Context: an optimization exercise on an open-source flow, tuned for small area. The choices shown serve that exercise and are no tape-out recipe. Only simulation tests tie the RTL to the original design; equivalence was not proved. Power figures rest on the tool's default switching activity, not on a simulated workload.

## flow/design.v (module list and top-level ports; edited modules follow where they fit)
// module UART_Buffer: 356 lines
// module TxUART: 49 lines
// module UART: 159 lines
// module PulseWidthModulation: 107 lines
// module ToneDetection: 144 lines
// module CollisionDetection: 166 lines
// module DirectionControl: 178 lines
// module Drive: 268 lines
// module TopModule: 133 lines
module TopModule(
	input clk,
	input rst,
	output hbEnA, 
	output hbEnB, 
	output hbIn1, 
	output hbIn2, 
	output hbIn3,
	output hbIn4,
	input RFS, 
	input RRS,
	input RMS,
	input LFS, 
	input LRS,
	input LMS,
	output sevenSeg0, 
	output sevenSeg1, 
	output sevenSeg2, 
	output sevenSeg3,
	input pushBtn1,
	input pushBtn2,
	input pushBtn3,
	input pushBtn4,
	input bandPass1k,
	input bandPass1_5k,
	input bandPass2k,
	input bandPass2_5k,
	input bandPass3k,
	input colDetF,
	input colDetR, 
	output led1,
	output led2,
	output led3,
	output txData
	);
  // ...
==> flow/run.sh <==
#!/bin/bash
# synth_recipe.tcl (not shown) runs the flow's synth.tcl, then flattens the netlist and writes it again
# the make line also repeats each setting of config.mk as NAME=value (left out here)
make -C /OpenROAD-flow-scripts/flow DESIGN_CONFIG=/design/flow/config.mk WORK_HOME=/design/flow/orfs CLKGATE_MAP_FILE= SYNTH_SCRIPT=/design/flow/synth_recipe.tcl finish
==> flow/config.mk <==
export PLATFORM = sky130hd
export DESIGN_NAME = TopModule
export DESIGN_NICKNAME = TopModule
export VERILOG_FILES = /design/flow/design.v
export SDC_FILE = /design/flow/constraint.sdc
export NUM_CORES = 4
export LEC_CHECK = 0
export CAP_MARGIN = 20
export CORE_MARGIN = 2
export CORE_UTILIZATION = 40
export CTS_BUF_LIST = sky130_fd_sc_hd__clkbuf_8
export CTS_CLUSTER_DIAMETER = 60
export CTS_CLUSTER_SIZE = 20
export SLEW_MARGIN = 20
==> flow/constraint.sdc <==
create_clock -name core_clock -period 10.0 [get_ports {clk}]
set_input_delay 2.0000 -clock core_clock [delete_from_list [all_inputs] [get_ports {clk}]]
set_output_delay 2.0000 -clock core_clock [all_outputs]
set_load 0.01 [all_outputs]
==> run_results.csv, run 1 <==
group,metric,value,unit
drt,drcViolationCount,0,
run,drv.max_cap_violation_count,0,
hold_path,hp-class,"flip-flop to flip-flop",
grt,grt-ovfl-total,0,
sta,period_minus_slack,4.35,ns
setup_path,worstSetupPathType,"primary input to flip-flop",
clocking,cts_resized,0,
cells_and_area,inverters,70,
synth,synth_xor_area_share,8.07,%
drt,top_layer,"met4",
pwr,p_clk_share,33.1,%
hold_path,min_from,"myDirectionControl.unstableIn[0]",
setup_path,crit_path_end_kind,"flip-flop",
outcome,status,"complete, no violations",
cells_and_area,drive_gt1_share,4.61,%
synth,ys.flop_type,"dfxtp_1",
cells_and_area,layout_commonest_cell,"nor2_1",
die,start_util,40.8,%
grt,grt_use_met3,3.03,%
sta,drv_slew,0,
grt,grt_use_met1,27.4,%
grt,use_met2,31.7,%
cells_and_area,largest_reg_flops,17,
sta,setup_violations,0,
place,dp_slack,5.06,ns
sta,worst_hold_slack,0.448,ns
setup_path,r2r_start,"myUART.myTxUART.readIdx[0]",
drt,drt_iter0_drc,1356,
cells_and_area,clockBufferCount,26,
grt,top_usage_layer,"met2",
setup_path,critPathBufInv,2,
synth,synthMuxAreaShare,2.39,%
==> inputs of run 2 (changes only) <==
--- a/flow/config.mk
+++ b/flow/config.mk
@@ -8,7 +8,4 @@
 export CAP_MARGIN = 20
 export CORE_MARGIN = 2
 export CORE_UTILIZATION = 40
-export CTS_BUF_LIST = sky130_fd_sc_hd__clkbuf_8
-export CTS_CLUSTER_DIAMETER = 60
-export CTS_CLUSTER_SIZE = 20
 export SLEW_MARGIN = 20
==> run 2 against run 1 <==
Effect of this change:
- core utilization increased by 1.3 points
- sequential power hardly changed
- register-to-register slack better by 0.02 ns
- sequential share of layout area fell by 0.91 points
- still clean
- maximum frequency fell by 0.92%
- largest cell class unchanged
- synthesized cell count unchanged
- via count rose by 0.64%
- setup slack got worse by 0.040 ns
- non-clock buffer count unchanged
- wire length is 0.55% higher
- clock power grew 67%
- first-iteration DRC count shrank 7.9%
==> run_results.csv, run 2 <==
group,metric,value,unit
outcome,status,"complete, no violations",
cells_and_area,layout_commonest_cell,"nor2_1",
die,num_rows,71,
sta,fmax,228,MHz
synth,ys_seq_area_share,33.5,%
cells_and_area,area_growth,9.80,%
clocking,htreeDepth,1,
die,start_util,40.8,%
cells_and_area,antennaDiodeCount,0,
cells_and_area,mostFrequentLayoutCells,"nor2_1, dfxtp_1, nand2_1",
drt,wl,41500,µm
sta,setup_violations,0,
pwr,power.internal,1.82,mW
sta,period_minus_slack,4.39,ns
grt,grt_max_degree,81,
sta,finalHoldViolCount,0,
synth,yosysUniqueCellTypes,86,
clocking,clock_tree.buffer_depth,3,
die,core_area,37800,µm²
cells_and_area,largest-register,"myDrive.timer",
grt,antenna_found_initial,0,
sta,tightestPinTransition,0.983,ns
pwr,pwr-share-comb,9.2,%
grt,first_global_vias,13000,
grt,grt-ovfl-total,0,
cells_and_area,drive_gt1_share,5.16,%
run,drv.max_cap_violation_count,0,
synth,synth_top_area_share,33.5,%
synth,yosys-top-cells-area,"dfxtp_1, nor2_1, ha_1, xor2_1, nand2_1",
setup_path,worst-path-max-fanout,45,
drt,postRouteAntennaNets,0,
clocking,cts_tree,"done",
pwr,seq_power_share,45.6,%
clocking,cts_resized,0,
cells_and_area,fin_util,44.8,%
pwr,swShare,24.8,%
synth,syn_area_per_cell,7.87,µm²
synth,yosysWarnings,8,
clocking,numCtsBuffers,27,
synth,ys.flop_type,"dfxtp_1",
place,numPortBuffers,28,
pwr,vdd.ir_drop.worst,0.000159,V
setup_path,crit_arrival,4.77,ns
sta,slew_headroom,33.9,%
drt,firstDrtPassIters,7,
cells_and_area,largest_reg_flops,17,
die,ioPinCount,33,
synth,synth-edff-count,0,
synth,syn_area,15400,µm²
drt,viasPerCell,5.70,
clocking,cts_setup_buffers,0,
synth,yosysTopAreaCell,"dfxtp_1",
sta,setup_tns,0,ns
sta,drv_slew,0,
synth,synthCells,1957,
clocking,clk_pin_slew,0.07,ns
drt,post_drt_wl_per_cell,17.0,µm
pwr,netSwitchingPower,603,µW
place,hpwlAfterDp,29000,µm
drt,vias,14000,
drt,drt_iter0_drc,1249,
synth,ys_ff_latch,258,
clocking,cts_sinks,258,
synth,yosys-top-cells-count,"nor2_1, dfxtp_1, nand2_1",
cells_and_area,nets,2007,
clocking,cts-root-buf,"clkbuf_16",
sta,finClkSkew,0.0241,ns
clocking,worst_skew_pair.late_latency,0.54,ns
pwr,p_clk_share,45.2,%
setup_path,critical_path_required,10.38,ns
synth,yosysMostFrequentCell,"nor2_1",
synth,async_flop_share,0,%
pwr,leakage,5.85,nW
sta,period_share,43.9,%
grt,grt_pass1_wl,68000,µm
setup_path,worstSetupPathType,"primary input to flip-flop",
die,die_w,200,µm
hold_path,hp-class,"flip-flop to flip-flop",
sta,rsz0062_at_grt,"false",
clocking,holdBufCountCts,0,
pwr,powerDensity,143,nW/µm²
grt,grt_use_total,20.0,%
die,die_area,40100,µm²
place,gp_congestion,0.986,
drt,drcViolationCount,0,
die,dieHeight,200,µm
setup_path,cp-start-kind,"primary input",
setup_path,crit_path_end_kind,"flip-flop",
==> run 2: routing by layer <==
metal  vias up  track usage (%)  part of all wire [%]
met4         0             7.54                   3.8
met5         -                0                     0
li1       6847                -                     -
met1      6511             27.4                    46
met3       107             2.95                   6.7
met2       499             32.0                    44
==> run 2: logic make-up (layout without fill, tap and decap cells) <==
family | Yosys count | in the layout | share of synthesized area (%)
adders and majority gates | 71 | 71 | 5.77
buffers and inverters | 184 | 161 | 5.00
xor gates and xnor gates | 142 | 142 | 8.07
other | 1 | 4 | 0.0243
DFF | 258 | 258 | 33.5
and+or+nand+nor | 936 | 936 | 31.0
AOI/OAI and AO/OA | 329 | 329 | 14.2
muxes | 36 | 36 | 2.39
==> run 2: cell type report <==
class                           instances  area, µm²
Clock inverter                         14        213
Sequential cell                       258       5170
Inverter                               70        263
Fill cell                            3800      20800
Timing Repair Buffer                   42        383
Multi-Input combinational cell       1518       9480
Clock buffer                           35        766
Tap cell                              511        639
==> run 2: stage by stage <==
step	hold WS, ns	power [mW]	instances	setup slack [ns]	instance area [µm²]
global route	0.447	2.53	2448	5.36	16900
detailed placement	0.420	1.35	2399	5.06	15900
floorplan	0.414	1.28	1960	6.17	15400
CTS	0.435	2.45	2448	5.59	16900
global placement	0.417	1.35	2399	5.13	15900
finish	0.428	2.43	2448	5.61	16900
==> run 2: power groups by stage <==
stage | Clock [mW] | Combinational [mW] | Sequential (mW)
6_report | 1.10 | 0.224 | 1.11
2_1_floorplan | 0 | 0.170 | 1.11
3_5_place_dp | 0 | 0.223 | 1.13
4_1_cts | 1.12 | 0.224 | 1.11
5_1_grt | 1.16 | 0.254 | 1.11
3_3_place_gp | 0 | 0.219 | 1.13
==> run 2: path summary, 6_finish.rpt <==
path | from | to | slack (ns) | cells past startpoint
setup / recovery | pushBtn1 | myToneDetection.stopCount[5] | 5.61 | 8
hold / removal | myDirectionControl.bufferedSignal[4] | myDirectionControl.stableSignal[4] | 0.43 | 1
setup reg to reg | myUART.myTxUART.readIdx[0] | myUART.myTxUART.txData | 5.76 | 11
hold reg to reg | myDirectionControl.bufferedSignal[4] | myDirectionControl.stableSignal[4] | 0.43 | 1
==> run 2: worst max-delay path, cell delays in order <==
cell and delay [ns]:
clkdlybuf4s50_1 0.41, or3_1 0.38, nor2_1 0.42, a211oi_1 0.17, and3_1 0.27, nand2_2 0.46, buf_4 0.52, nor2_1 0.10
==> inputs of run 3 (changes only) <==
--- a/flow/config.mk
+++ b/flow/config.mk
@@ -8,4 +8,7 @@
 export CAP_MARGIN = 20
 export CORE_MARGIN = 2
 export CORE_UTILIZATION = 40
+export CTS_BUF_LIST = sky130_fd_sc_hd__clkbuf_16
+export CTS_CLUSTER_DIAMETER = 80
+export CTS_CLUSTER_SIZE = 30
 export SLEW_MARGIN = 20
==> run 3 against run 2 <==
Effect of this change:
- critical endpoint is now myToneDetection.straightCount[13]
- still clean on timing, DRC and antenna
- die area unchanged
- clock power decreased by about 40%
- sequential share of layout area increased by 0.95 points
- area after synthesis unchanged
==> run_results.csv, run 3 <==
group,metric,value,unit
outcome,status,"complete, no violations",
die,ioPinCount,33,
sta,fmax,228,MHz
setup_path,crit_family,"simple AND/OR/NAND/NOR gates",
sta,tightestPinTransition,0.977,ns
die,start_util,40.8,%
drt,drcViolationCount,0,
sta,setup_tns,0,ns
synth,yosysMostFrequentCell,"nor2_1",
clocking,worst_skew_pair.late_latency,0.50,ns
place,placed_area,15900,µm²
synth,synth_top_area_share,33.5,%
setup_path,crit_top_cell,"nor2_1",
grt,grt-ovfl-total,0,
place,gp_congestion,0.986,
drt,post_drt_wl_per_cell,17.0,µm
pwr,powerDensity,122,nW/µm²
setup_path,critical-path-max-stage-delay,0.51,ns
die,core_area,37800,µm²
sta,slew_headroom,34.3,%
synth,yosysTopAreaCell,"dfxtp_1",
sta,period_share,43.8,%
setup_path,crit_path_end_kind,"flip-flop",
cells_and_area,layout_commonest_cell,"nor2_1",
synth,ys.flop_type,"dfxtp_1",
sta,rsz0062_at_grt,"false",
grt,grt_use_total,19.9,%
drt,top_layer,"met4",
die,die_w,200,µm
synth,yosys-top-cells-count,"nor2_1, dfxtp_1, nand2_1",
cells_and_area,fin_util,43.4,%
drt,wl_met1,19000,µm
clocking,cts_sinks,258,
drt,wl_met3,2720,µm
setup_path,crit_arrival,4.75,ns
setup_path,critical_path_required,10.37,ns
synth,async_flop_share,0,%
setup_path,cp_slowest_cell,"buf_4",
pwr,leakage,5.59,nW
clocking,cts_tree,"done",
setup_path,critPathBufInv,2,
cells_and_area,largest-register,"myDrive.timer",
sta,period_minus_slack,4.38,ns
clocking,cts_setup_buffers,0,
die,dieHeight,200,µm
sta,finalHoldViolCount,0,
pwr,vdd.ir_drop.worst,0.000112,V
clocking,clock_tree.buffer_depth,3,
sta,setup_violations,0,
cells_and_area,drive_gt1_share,3.93,%
synth,yosysWarnings,8,
synth,synth-edff-count,0,
cells_and_area,nets,1994,
run,drv.max_cap_violation_count,0,
place,hpwlAfterDp,29000,µm
cells_and_area,fin_area,16400,µm²
cells_and_area,area_growth,6.47,%
setup_path,crit_chain,"clkdlybuf4s50_1 > or3_1 > nor2_1 > a211oi_1 > and3_1 > nand2_2 > buf_4 > nor2_1",
clocking,holdBufCountCts,0,
drt,wl_met2,18000,µm
clocking,numCtsBuffers,14,
synth,yosysUniqueCellTypes,86,
drt,drt_iter0_drc,1158,
cells_and_area,antennaDiodeCount,0,
synth,syn_area,15400,µm²
cells_and_area,mostFrequentLayoutCells,"nor2_1, dfxtp_1, nand2_1",
grt,first_global_vias,12800,
synth,synthCells,1957,
clocking,cts_resized,0,
synth,yosys-top-cells-area,"dfxtp_1, nor2_1, ha_1, xor2_1, nand2_1",
cells_and_area,largest_reg_flops,17,
hold_path,hp-class,"flip-flop to flip-flop",
sta,drv_slew,0,
clocking,htreeDepth,1,
clocking,clk_pin_slew,0.11,ns
die,num_rows,71,
drt,vias,13700,
grt,grt_max_degree,81,
pwr,finalPower,1.99,mW
die,die_area,40100,µm²
grt,grt_pass1_wl,67300,µm
synth,syn_area_per_cell,7.87,µm²
place,numPortBuffers,28,
setup_path,worstSetupPathType,"primary input to flip-flop",
clocking,cts-root-buf,"clkbuf_16",
sta,worst_hold_slack,0.440,ns
drt,viasPerCell,5.68,
grt,antenna_found_initial,0,
setup_path,worst-path-max-fanout,45,
synth,ys_seq_area_share,33.5,%
drt,postRouteAntennaNets,0,
synth,ys_ff_latch,258,
drt,wl,41000,µm
setup_path,cp-start-kind,"primary input",
drt,firstDrtPassIters,6,
sta,finClkSkew,0.0182,ns
-- run 3: cell counts after synthesis --
Identical to the previous run, type by type.
-- run 3: cell families (layout without fill, tap and decap cells) --
kind of cell / Yosys count / count (layout) / synth area share [%]
simple gates: 936 / 936 / 31.0
compound gates: 329 / 329 / 14.2
fa+ha+maj: 71 / 71 / 5.77
mux: 36 / 36 / 2.39
flops: 258 / 258 / 33.5
other cells: 1 / 4 / 0.0243
xor+xnor: 142 / 142 / 8.07
buf+inv: 184 / 134 / 5.00
-- run 3: layer usage --
layer | vias up | global-route usage, %
li1 | 6798 | -
met3 | 94 | 2.93
met1 | 6412 | 27.3
met5 | - | 0
met4 | 0 | 6.98
met2 | 445 | 31.8
-- run 3: path summary, 6_finish.rpt --
path | startpoint | to | slack (ns) | cells after the start
worst max-delay path | pushBtn1 | myToneDetection.straightCount[13] | 5.62 | 8
worst min-delay path | myDirectionControl.bufferedSignal[4] | myDirectionControl.stableSignal[4] | 0.44 | 1
worst max register to register | myUART.myTxUART.readIdx[0] | myUART.myTxUART.txData | 5.76 | 11
worst min register to register | myDirectionControl.bufferedSignal[4] | myDirectionControl.stableSignal[4] | 0.44 | 1
-- run 3: through the flow --
| step | setup slack (ns) | cells |
|---|---|---|
| after global placement | 5.13 | 2399 |
| final | 5.62 | 2421 |
| after CTS | 5.59 | 2421 |
| after floorplan | 6.17 | 1960 |
| after global routing | 5.37 | 2421 |
| after detailed placement | 5.06 | 2399 |
-- run 3: worst register-to-register path, cell delays in order (launching register included) --
cell and delay (ns):
dfxtp_1 0.57, inv_1 0.12, ha_1 0.21, buf_4 0.23, nand3b_1 0.40, a21oi_1 0.08
a211oi_1 0.68, o2111ai_1 0.30, nor4_1 0.80, a311oi_1 0.25, a221oi_2 0.30, o221ai_1 0.14
-- run 3: area by class of cell --
| type | instances | area (µm²) |
|---|---|---|
| clock buffers | 15 | 375 |
| fillers | 3848 | 21400 |
| flip-flops and latches | 258 | 5170 |
| multi-input cells | 1518 | 9480 |
| inverters | 70 | 263 |
| clock inverters | 7 | 91.3 |
| well taps | 511 | 639 |
| repair buffers | 42 | 383 |
-- run 3: power breakdown --
group	switching, mW	leakage, nW	internal (mW)
registers	0.0470	2.09	1.06
clock network	0.372	0.222	0.293
logic	0.129	3.27	0.0949
total	0.548	5.59	1.45

## separate check: timing with driven ports
The results above use ideal ports. As a check the final layouts listed here were re-extracted and re-timed, cells and wires unchanged. Step 1 (the two cells are an assumption about what drives the block):
set clk [get_ports {clk}]
set_driving_cell -lib_cell sky130_fd_sc_hd__clkbuf_16 $clk
set_driving_cell -lib_cell sky130_fd_sc_hd__buf_2 [delete_from_list [all_inputs] $clk]
Step 2 moves the port delays by t, midway between the first and last clock arrival at a register: inputs arrive t later, outputs are due t later. That takes back most of the time a late clock gives input paths. a / b / c = ideal ports / drivers / drivers and shift; a / b = the first two.
run	shift t [ns]	slack for setup (ns)	worst hold slack (ns)	slew at the worst register clock pin (ns)
run 1	0.603	5.653 / 5.676 / 5.074	0.448 / 0.448 / 0.448	0.12 / 0.12
run 2	0.578	5.613 / 5.641 / 5.063	0.428 / 0.428 / 0.428	0.07 / 0.07
run 3	0.542	5.619 / 5.647 / 5.104	0.440 / 0.440 / 0.440	0.11 / 0.11
After both steps setup and hold are still met in every run listed. For run 1, which loses most, drivers alone change the setup slack by +0.023 ns; drivers and shift together by -0.579 ns.
